Source: an optimization exercise on an open RTL-to-GDS flow (aim: small area). Production flows keep margins and buffers that such runs may drop. The RTL of this run was laid out without a check of its function. Power figures rest on the tool's default switching activity, not on a simulated workload.

**flow/constraint.sdc**
```tcl
create_clock -name core_clock -period 15.0 [get_ports {clk_i}]
set_input_delay 3.0000 -clock core_clock [delete_from_list [all_inputs] [get_ports {clk_i}]]
set_output_delay 3.0000 -clock core_clock [all_outputs]
set_load 0.01 [all_outputs]
```
**flow/design.v**
```verilog
module CPU(
    input           clk_i,
    input           DataOrReg,
    input [4:0]     address,
    input [7:0]     instr_i,
    input           reset,
    input [1:0]     vout_addr,
    output reg[7:0] value_o,
    output          is_positive,
    output reg[2:0] easter_egg
);
localparam C_OTH = 3'd0, C_ADDI = 3'd1, C_R = 3'd2, C_BR = 3'd3,
           C_LW  = 3'd4, C_SW   = 3'd5, C_VEC = 3'd6;
reg        flag;
reg        start_i;
reg [1:0]  ld_cnt;
reg [5:0]  ld_wa;
reg [1:0]  ld_quad;
reg [5:0]  ld_ar;
reg [7:0]  ld_byte;
always @(posedge clk_i or posedge reset) begin
    if (reset) begin
        flag    <= 1'b0;
        start_i <= 1'b0;
        ld_cnt  <= 2'd0;
        ld_wa   <= 6'd0;
    end else begin
        flag   <= (instr_i == 8'hFE) | (flag & (instr_i != 8'hFF));
        if (flag & (instr_i == 8'hFF)) start_i <= 1'b1;
        ld_cnt <= ld_cnt + {1'b0, flag};
        if (ld_cnt == 2'd3) ld_wa <= ld_wa + 6'd1;
    end
end
always @(posedge clk_i) begin
    ld_quad <= ~ld_cnt;
    ld_ar   <= ld_wa;
    ld_byte <= instr_i;
end
localparam [7:0] EGG1 = 8'b0000_1101, EGG2 = 8'b0011_0110, EGG3 = 8'b1001_1010;
reg       e_flag;
reg [2:0] e_cnt;
always @(posedge clk_i or posedge reset) begin
    if (reset) begin
        e_flag <= 1'b0;
        e_cnt  <= 3'd0;
    end else begin
        e_flag <= (instr_i == 8'hAA) | (e_flag & (e_cnt != 3'd7));
        if (e_flag) e_cnt <= e_cnt + 3'd1;
    end
end
always @(posedge clk_i) begin
    easter_egg <= e_flag ? {EGG3[~e_cnt], EGG2[~e_cnt], EGG1[~e_cnt]} : 3'b000;
end
function [2:0] op_class(input [6:0] op);
    case (op)
        7'b0010011: op_class = C_ADDI;
        7'b0110011: op_class = C_R;
        7'b1100011: op_class = C_BR;
        7'b0000011: op_class = C_LW;
        7'b0100011: op_class = C_SW;
        7'b1010111: op_class = C_VEC;
        default:    op_class = C_OTH;
    endcase
endfunction
reg  [27:0] im   [0:63];
reg  [63:0] im_v;
wire [3:0]  ld_lane = 4'b0001 << ld_quad;
wire [27:0] im_wd = { ld_lane[3] ? ld_byte : 8'd0,
                      ld_lane[2] ? ld_byte : 8'd0,
                      ld_lane[1] ? ld_byte : 8'd0,
                      ld_lane[0] ? {ld_byte[7], op_class(ld_byte[6:0])} : 4'd0 };
genvar gw;
generate
for (gw = 0; gw < 64; gw = gw + 1) begin : g_im
    wire sel = flag & (ld_ar == gw);
    always @(posedge clk_i) begin
        if (sel & (ld_lane[3] | ~im_v[gw])) im[gw][27:20] <= im_wd[27:20];
        if (sel & (ld_lane[2] | ~im_v[gw])) im[gw][19:12] <= im_wd[19:12];
        if (sel & (ld_lane[1] | ~im_v[gw])) im[gw][11:4]  <= im_wd[11:4];
        if (sel & (ld_lane[0] | ~im_v[gw])) im[gw][3:0]   <= im_wd[3:0];
    end
    always @(posedge clk_i or posedge reset) begin
        if (reset)    im_v[gw] <= 1'b0;
        else if (sel) im_v[gw] <= 1'b1;
    end
end
endgenerate
reg  [31:2] pc;
reg         pc_flag;
reg  [27:0] id_inst;
reg  [31:2] id_pc;
reg  [11:0] id_pcim;
reg         ex_regwrite, ex_memread, ex_memwrite, ex_branch;
reg  [31:0] ex_a, ex_b;
reg  [11:0] ex_imm;
reg  [4:0]  ex_rd;
reg         ex_alusrc;
reg         ex_sub, ex_mul, ex_or, ex_and;
reg  [1:0]  ex_vc;           
reg         ex_vec;
reg  [1:0]  ex_fa, ex_fb;    
reg         mem_regwrite, mem_memread, mem_memwrite, mem_branch;
reg  [31:0] mem_alu, mem_res, mem_sd;
reg  [4:0]  mem_rd;
reg         wb_regwrite;
reg  [31:0] wb_data;
reg  [4:0]  wb_rd;
reg  [3:0]  vs0, vs1;
wire        hazard = ex_memread;
wire [5:0]  f_idx  = pc[7:2];
wire [27:0] f_inst = im_v[f_idx] ? im[f_idx] : 28'd0;
wire [11:0] f_pcim = {f_inst[27], f_inst[3], f_inst[26:21], f_inst[7:4]};
wire [31:2] pc_target = id_pc + {{18{id_pcim[11]}}, id_pcim};
wire [31:2] pc_next   = mem_branch ? pc_target : (pc + 30'd1);
always @(posedge clk_i or negedge start_i) begin
    if (~start_i) begin
        pc      <= 30'd0;
        pc_flag <= 1'b0;
    end else begin
        pc_flag <= pc_flag | (pc_next == 30'd62);
        if (~hazard) pc <= pc_flag ? 30'd62 : pc_next;
    end
end
wire [2:0] id_cls = id_inst[2:0];
wire       flush  = (id_cls == C_BR);
always @(posedge clk_i) begin
    if (~start_i | flush) id_inst <= 28'd0;
    else if (~hazard)     id_inst <= f_inst;
    id_pc   <= pc;
    id_pcim <= f_pcim;
end
wire [4:0] id_rs1  = id_inst[15:11];
wire [4:0] id_rs2  = id_inst[20:16];
wire [4:0] id_rdn  = {id_inst[7:4], id_inst[3]};
wire [2:0] id_f3   = id_inst[10:8];
wire [6:0] id_f7   = id_inst[27:21];
wire [9:0] id_fn   = {id_f7, id_f3};
wire c_addi = (id_cls == C_ADDI);
wire c_r    = (id_cls == C_R);
wire c_lw   = (id_cls == C_LW);
wire c_sw   = (id_cls == C_SW);
wire c_vec  = (id_cls == C_VEC);
wire id_regwrite = c_addi | c_r | c_lw | c_vec;
wire id_brtaken  = flush & ((id_f3 == 3'b000) | (id_f3 == 3'b101) | (id_f3 == 3'b111));
wire [11:0] id_imm = c_sw ? {id_inst[27:21], id_rdn} : id_inst[27:16];
reg  [31:0] rf [0:31];
reg  [3:0]  pf [0:31];
reg  [31:0] rf_v;
wire [31:0] id_a = rf_v[id_rs1] ? rf[id_rs1] : 32'd0;
wire [31:0] id_b = rf_v[id_rs2] ? rf[id_rs2] : 32'd0;
wire fa_mem = ex_regwrite  & (ex_rd  != 5'd0) & (ex_rd  == id_rs1);
wire fa_wb  = mem_regwrite & (mem_rd != 5'd0) & (mem_rd == id_rs1);
wire fb_mem = ex_regwrite  & (ex_rd  != 5'd0) & (ex_rd  == id_rs2);
wire fb_wb  = mem_regwrite & (mem_rd != 5'd0) & (mem_rd == id_rs2);
always @(posedge clk_i or negedge start_i) begin
    if (~start_i) begin
        ex_regwrite <= 1'b0;
        ex_memread  <= 1'b0;
        ex_memwrite <= 1'b0;
        ex_branch   <= 1'b0;
    end else begin
        ex_regwrite <= ~hazard & id_regwrite;
        ex_memread  <= ~hazard & c_lw;
        ex_memwrite <= ~hazard & c_sw;
        ex_branch   <= ~hazard & id_brtaken;
    end
end
always @(posedge clk_i) begin
    ex_a      <= id_a;
    ex_b      <= id_b;
    ex_imm    <= id_imm;
    ex_rd     <= id_rdn;
    ex_alusrc <= ~(c_r | c_vec);
    ex_sub    <= c_r & (id_fn == 10'b0100000_000);
    ex_mul    <= c_r & (id_fn == 10'b0000001_000);
    ex_or     <= c_r & (id_fn == 10'b0000000_110);
    ex_and    <= c_r & (id_fn == 10'b0000000_111);
    ex_vc     <= (id_fn == 10'b0000001_001) ? 2'd1 :
                 (id_fn == 10'b0100001_000) ? 2'd2 :
                 (id_fn == 10'b0000001_110) ? 2'd3 : 2'd0;
    ex_vec    <= c_vec;
    ex_fa     <= fa_mem ? 2'd2 : fa_wb ? 2'd1 : 2'd0;
    ex_fb     <= fb_mem ? 2'd2 : fb_wb ? 2'd1 : 2'd0;
end
wire [31:0] fwd_a = ex_fa[1] ? mem_alu : ex_fa[0] ? wb_data : ex_a;
wire [31:0] fwd_b = ex_fb[1] ? mem_alu : ex_fb[0] ? wb_data : ex_b;
wire [31:0] opb   = ex_alusrc ? {{20{ex_imm[11]}}, ex_imm} : fwd_b;
wire [31:0] alu_sum = ex_sub ? (fwd_a - opb) : (fwd_a + opb);
wire [31:0] alu_mul = fwd_a * opb;
wire [31:0] alu_out = ex_mul ? alu_mul :
                      ex_or  ? (fwd_a | opb) :
                      ex_and ? (fwd_a & opb) : alu_sum;
wire signed [7:0]  sa0 = fwd_a[7:0],   sa1 = fwd_a[15:8],  sa2 = fwd_a[23:16], sa3 = fwd_a[31:24];
wire signed [7:0]  sb0 = opb[7:0],     sb1 = opb[15:8],    sb2 = opb[23:16],   sb3 = opb[31:24];
wire signed [15:0] dp0 = sa0 * sb0;
wire signed [15:0] dp1 = sa1 * sb1;
wire signed [15:0] dp2 = sa2 * sb2;
wire signed [15:0] dp3 = sa3 * sb3;
wire signed [31:0] vdp = dp0 + dp1 + dp2 + dp3;
reg  [31:0] valu;
reg  [3:0]  over;
always @(*) begin
    over = 4'd0;
    case (ex_vc)
        2'd1: begin
            valu = {fwd_a[31:24] + opb[31:24], fwd_a[23:16] + opb[23:16],
                    fwd_a[15:8]  + opb[15:8],  fwd_a[7:0]   + opb[7:0]};
            over = ~{fwd_a[31], fwd_a[23], fwd_a[15], fwd_a[7]} &
                   ~{opb[31],   opb[23],   opb[15],   opb[7]};
        end
        2'd2: begin
            valu = {fwd_a[31:24] - opb[31:24], fwd_a[23:16] - opb[23:16],
                    fwd_a[15:8]  - opb[15:8],  fwd_a[7:0]   - opb[7:0]};
            over = ~{fwd_a[31], fwd_a[23], fwd_a[15], fwd_a[7]} &
                    {opb[31],   opb[23],   opb[15],   opb[7]};
        end
        2'd3:    valu = vdp;
        default: valu = fwd_a;
    endcase
end
always @(posedge clk_i) begin
    vs0 <= over;
    vs1 <= vs0;
end
always @(posedge clk_i or negedge start_i) begin
    if (~start_i) begin
        mem_regwrite <= 1'b0;
        mem_memread  <= 1'b0;
        mem_memwrite <= 1'b0;
        mem_branch   <= 1'b0;
    end else begin
        mem_regwrite <= ex_regwrite;
        mem_memread  <= ex_memread;
        mem_memwrite <= ex_memwrite;
        mem_branch   <= ex_branch;
    end
end
always @(posedge clk_i) begin
    mem_alu <= alu_out;
    mem_res <= ex_vec ? valu : alu_out;
    mem_sd  <= fwd_b;
    mem_rd  <= ex_rd;
end
reg  [7:0] dm [0:31];
wire [4:0] da  = mem_res[4:0];
wire [1:0] dr  = da[1:0];
wire [2:0] dw  = da[4:2];
wire [2:0] dw1 = dw + 3'd1;
wire [31:0] sd_rot = (dr == 2'd0) ? mem_sd :
                     (dr == 2'd1) ? {mem_sd[23:0], mem_sd[31:24]} :
                     (dr == 2'd2) ? {mem_sd[15:0], mem_sd[31:16]} :
                                    {mem_sd[7:0],  mem_sd[31:8]};
genvar gb;
generate
for (gb = 0; gb < 32; gb = gb + 1) begin : g_dm
    localparam [1:0] LJ = gb % 4;
    localparam [2:0] WJ = gb / 4;
    wire we = mem_memwrite & ((LJ >= dr) ? (dw == WJ) : (dw1 == WJ));
    always @(posedge clk_i or posedge reset) begin
        if (reset)   dm[gb] <= 8'd0;
        else if (we) dm[gb] <= sd_rot[8*LJ +: 8];
    end
end
endgenerate
wire [7:0] ln0 = dm[{(2'd0 < dr) ? dw1 : dw, 2'd0}];
wire [7:0] ln1 = dm[{(2'd1 < dr) ? dw1 : dw, 2'd1}];
wire [7:0] ln2 = dm[{(2'd2 < dr) ? dw1 : dw, 2'd2}];
wire [7:0] ln3 = dm[{dw, 2'd3}];
wire [31:0] lanes = {ln3, ln2, ln1, ln0};
wire [31:0] ld_data = (dr == 2'd0) ? lanes :
                      (dr == 2'd1) ? {lanes[7:0],  lanes[31:8]} :
                      (dr == 2'd2) ? {lanes[15:0], lanes[31:16]} :
                                     {lanes[23:0], lanes[31:24]};
always @(posedge clk_i or negedge start_i) begin
    if (~start_i) wb_regwrite <= 1'b0;
    else          wb_regwrite <= mem_regwrite;
end
always @(posedge clk_i) begin
    wb_data <= mem_memread ? ld_data : mem_res;
    wb_rd   <= mem_rd;
end
genvar gr;
generate
for (gr = 0; gr < 32; gr = gr + 1) begin : g_rf
    wire we = wb_regwrite & (wb_rd == gr);
    always @(negedge clk_i) begin
        if (we) begin
            rf[gr] <= wb_data;
            pf[gr] <= vs1;
        end
    end
    always @(negedge clk_i or posedge reset) begin
        if (reset)   rf_v[gr] <= 1'b0;
        else if (we) rf_v[gr] <= 1'b1;
    end
end
endgenerate
wire [31:0] ro_reg  = rf[address];
wire [7:0]  ro_rb   = rf_v[address] ? ro_reg[8*vout_addr +: 8] : 8'd0;
wire [3:0]  ro_pf   = pf[address];
assign is_positive  = rf_v[address] & ro_pf[vout_addr];
wire [4:0]  ro_da   = address + {3'd0, vout_addr};
wire [7:0]  ro_db   = dm[ro_da];
always @(*) begin
    value_o = DataOrReg ? ro_rb : ro_db;
end
endmodule
```
**flow/config.mk**
```make
export PLATFORM = sky130hd
export DESIGN_NAME = CPU
export DESIGN_NICKNAME = CPU
export VERILOG_FILES = /design/flow/design.v
export SDC_FILE = /design/flow/constraint.sdc
export NUM_CORES = 8
export LEC_CHECK = 0
export CAP_MARGIN = 20
export CORE_MARGIN = 2
export CORE_UTILIZATION = 25
export PLACE_DENSITY = 0.3
export SETUP_SLACK_MARGIN = 0.3
export SLEW_MARGIN = 20
```
**flow/run.sh**
```bash
#!/bin/bash
# synth_recipe.tcl (not shown) runs the flow's synth.tcl, then flattens the netlist and writes it again
# the make line also repeats each setting of config.mk as NAME=value (left out here)
make -C /OpenROAD-flow-scripts/flow DESIGN_CONFIG=/design/flow/config.mk WORK_HOME=/design/flow/orfs CLKGATE_MAP_FILE= SYNTH_SCRIPT=/design/flow/synth_recipe.tcl finish
```
==> summary.txt <==
Global routing
  – Number of global-route vias before repair: 153k
  – Wire length of the first global-routing pass: 1570000 um
  – Total overflow reported by the global router: 0
  – Number of antenna violations at the first check in global routing: 167
  – Combined global-route utilization of all metal layers: 32.0%
  – Maximum number of pins on one net before global-route repair: 67

CTS
  – Clock-pin slew reported for the worst setup and hold paths after clock tree synthesis: 60 ps
  – Root Buffer: clkbuf_16
  – CTS HTree Levels: 5
  – Setup repair bufs after CTS: 0
  – Cts bufs inserted: 452
  – Number of buffers on the longest clock path: 4
  – Clock tree from TritonCTS: done
  – CTS Sinks: 3678
  – Worst-skew pair later-pin latency: 1090 ps
  – Quantity of hold-fixing buffers added after cts: 0

STA
  – Final worst clock skew: 148 ps
  – Post-layout worst setup margin: 267 ps
  – Number of setup violations in the final report: 0
  – Unrepaired setup endpoints after global routing: true
  – Worst hold-check slack: 280 ps
  – Final hold violation count: 0
  – Final total negative setup slack: 0 ps
  – Worst slew slack as a fraction of its limit: 13.1%
  – Final max-slew violation count: 0
  – Actual slew at the worst max-slew pin: 1300 ps

Outcome
  – Result of the run: finished clean

Critical path
  – Cell-by-cell listing of the critical path: a22o_1 > a221oi_1 > nand3_1 > nor3_2 > nor3_1 > o32ai_2 > buf_4 > o32ai_1 > clkdlybuf4s50_1
  – Arrival time worst endpoint: 11730 ps
  – Slowest cell delay on critical path: 560 ps
  – Critical path data required time: 12000 ps
  – Crit end category: output pin
  – Slowest CP cell: clkdlybuf4s50_1
  – Startpoint Class: flip-flop
  – Peak fanout along the critical path: 3
  – Critical path start-end classification: flip-flop to output pin
  – Family with the most delay on the worst path: compound AO/OA/AOI/OAI gates
  – Buffers & Inverters on Critical Path: 2

Power and ir drop
  – Maximum ir drop on the vdd rail: 0.000125 V
  – Leakage power total: 86.3 nW
  – Power density over cell area: 114 nW/um^2

Drt
  – Overall routed net length: 1220000 um
  – Number of DRC markers after the initial detailed-route iteration: 25.0k
  – Per-cell routed wire length: 46.8 um
  – Via-per-instance ratio: 5.94
  – DRC Markers: 0
  – Pre-antenna DRT Iters: 13
  – Detail Route Antenna Nets: 0
  – Number of vias in the routed layout: 155k

Placement
  – Routability cong.: 0.945
  – Pre-CTS WS: 1110 ps
  – Placement-stage cell area: 202000 sq um
  – Total half-perimeter wirelength after legalization and detailed placement: 799000 um
  – PortBufs: 29

Synth
  – Warnings, synthesis: 5
  – Top cell type's share of synthesized area: 48.3%
  – Average cell area after synthesis: 12.8 sq um
  – Fraction of synthesis flops using an asynchronous set or reset pin: 11.0%
  – Mapped Area: 183000 sq um
  – Post-Syn Nets: 15.4k
  – Post-synth EDFFs: 2944
  – Top FF cell, synth: edfxtp_1
  – Number of unique standard cell types used by synthesis: 100
  – Synth top area cells: edfxtp_1, fa_1, dfrtp_1
  – Mapped Cells: 14.3k
  – Portion of the post-synthesis area used by sequential elements: 57.4%
  – Cell taking the most area after synthesis: edfxtp_1
  – #FFs+latches synth: 3678

Floorplanning
  – Top-Level Pins: 30
  – Height of the die: 860 um
  – Count of standard-cell rows: 314
  – Die span in x: 860 um
  – Initial Util: 25.1%
  – Die ar.: 739000 sq um
  – Core region area: 730000 sq um

Layout
  – Post-layout nets: 17.1k
  – Area delta synth->final: 20.9%
  – Area of all placed cells without fillers: 221000 sq um
  – Fraction of layout cells with a size suffix above 1: 14.4%
  – Final design utilization: 30.3%
  – Filler cell count in the final layout: 74.0k

Run
  – Max-cap violations: 0

Hold path
  – Min-delay worst type: flip-flop to flip-flop
final cells by class:
type	count	area, sq um	area share, %
diodes	98	245	0.111
clock buffers	561	12200	5.50
multi-input cells	8770	73100	33.0
inverters	1020	3830	1.73
repair buffers	960	7770	3.51
clock inverters	1412	7010	3.17
flip-flops and latches	3678	105000	47.5
well taps	9638	12100	5.45
repair_timing:
action / CTS / global route
pin swaps: 1 / 2
setup endpoints to repair: 5 / 8
resized for setup: 5 / 14
final timing paths:
check                          start          end  slack, ps  cells after the start
setup / recovery           rf[8][31]   value_o[7]        270                      9
max in group asynchronous      reset     rf_v[13]       4130                      4
hold / removal                vs0[1]       vs1[1]        280                      0
setup reg to reg            ex_fb[0]  mem_res[31]       3580                     31
hold reg to reg               vs0[1]       vs1[1]        280                      0
min in group asynchronous    start_i    ex_branch        720                      1
placed cells by master (no fill, tap or decap), types with 196 or more instances in the layout:
cell type and n:
mux2_2 224, a22oi_1 997, ha_1 338, xnor2_1 200
inv_1 2165, a221oi_1 789, buf_4 893, o21ai_0 279
clkbuf_16 466, a22o_1 766, dfrtp_1 370, nor2_1 745
nand2_1 903, edfxtp_1 2944, nor2_4 196, nand4_1 362
nand3_1 236, fa_1 735, a21oi_1 565, dfxtp_1 312
cells by family after synthesis:
family / synth area share, %
flops: 57.4
mux: 2.96
xor+xnor: 1.38
simple gates: 7.59
buf+inv: 3.94
fa+ha+maj: 10.4
compound gates: 16.4
synth_stat cells (124+ instances only):
cell,n
dfrtp_1,374
o21ai_0,285
nand3_1,236
dfxtp_1,328
nor3_1,124
ha_1,340
edfxtp_1,2944
xnor2_1,200
fa_1,735
inv_1,997
mux2i_1,138
nand2_1,904
a21oi_1,609
nand4_1,362
a22oi_1,997
mux2_2,224
a22o_1,766
nor2_1,942
clkbuf_1,716
a221oi_1,791
routing by layer:
| layer | share of wire, % | track usage (%) |
|---|---|---|
| met3 | 8.3 | 7.82 |
| met5 | 0.048 | 0.384 |
| met4 | 5.7 | 15.2 |
| met1 | 40 | 40.6 |
| met2 | 46 | 51.4 |
registers in the layout (all words and copies together), names as in the netlist, 8 cells and up:
name / count
mem_sd: 32
mem_alu: 32
dm: 256
ex_imm: 12
id_pc: 30
pc: 30
ex_a: 32
pf: 128
mem_res: 32
im_v: 64
ex_b: 32
rf_v: 32
id_pcim: 12
wb_data: 32
im: 1792
ld_byte: 8
id_inst: 28
rf: 1024
power by group:
part | total [mW] | switching (mW) | internal [mW]
clock | 12.6 | 5.79 | 6.85
combinational | 1.12 | 0.954 | 0.169
sequential | 11.5 | 0.0902 | 11.4
metrics by stage:
| stage | power, mW | std cells |
|---|---|---|
| 6_report | 25.3 | 26100 |
| 3_5_place_dp | 13.2 | 24100 |
| 3_3_place_gp | 13.2 | 24100 |
| 4_1_cts | 25.4 | 26000 |
| 2_1_floorplan | 12.6 | 14300 |
| 5_1_grt | 26.0 | 26000 |
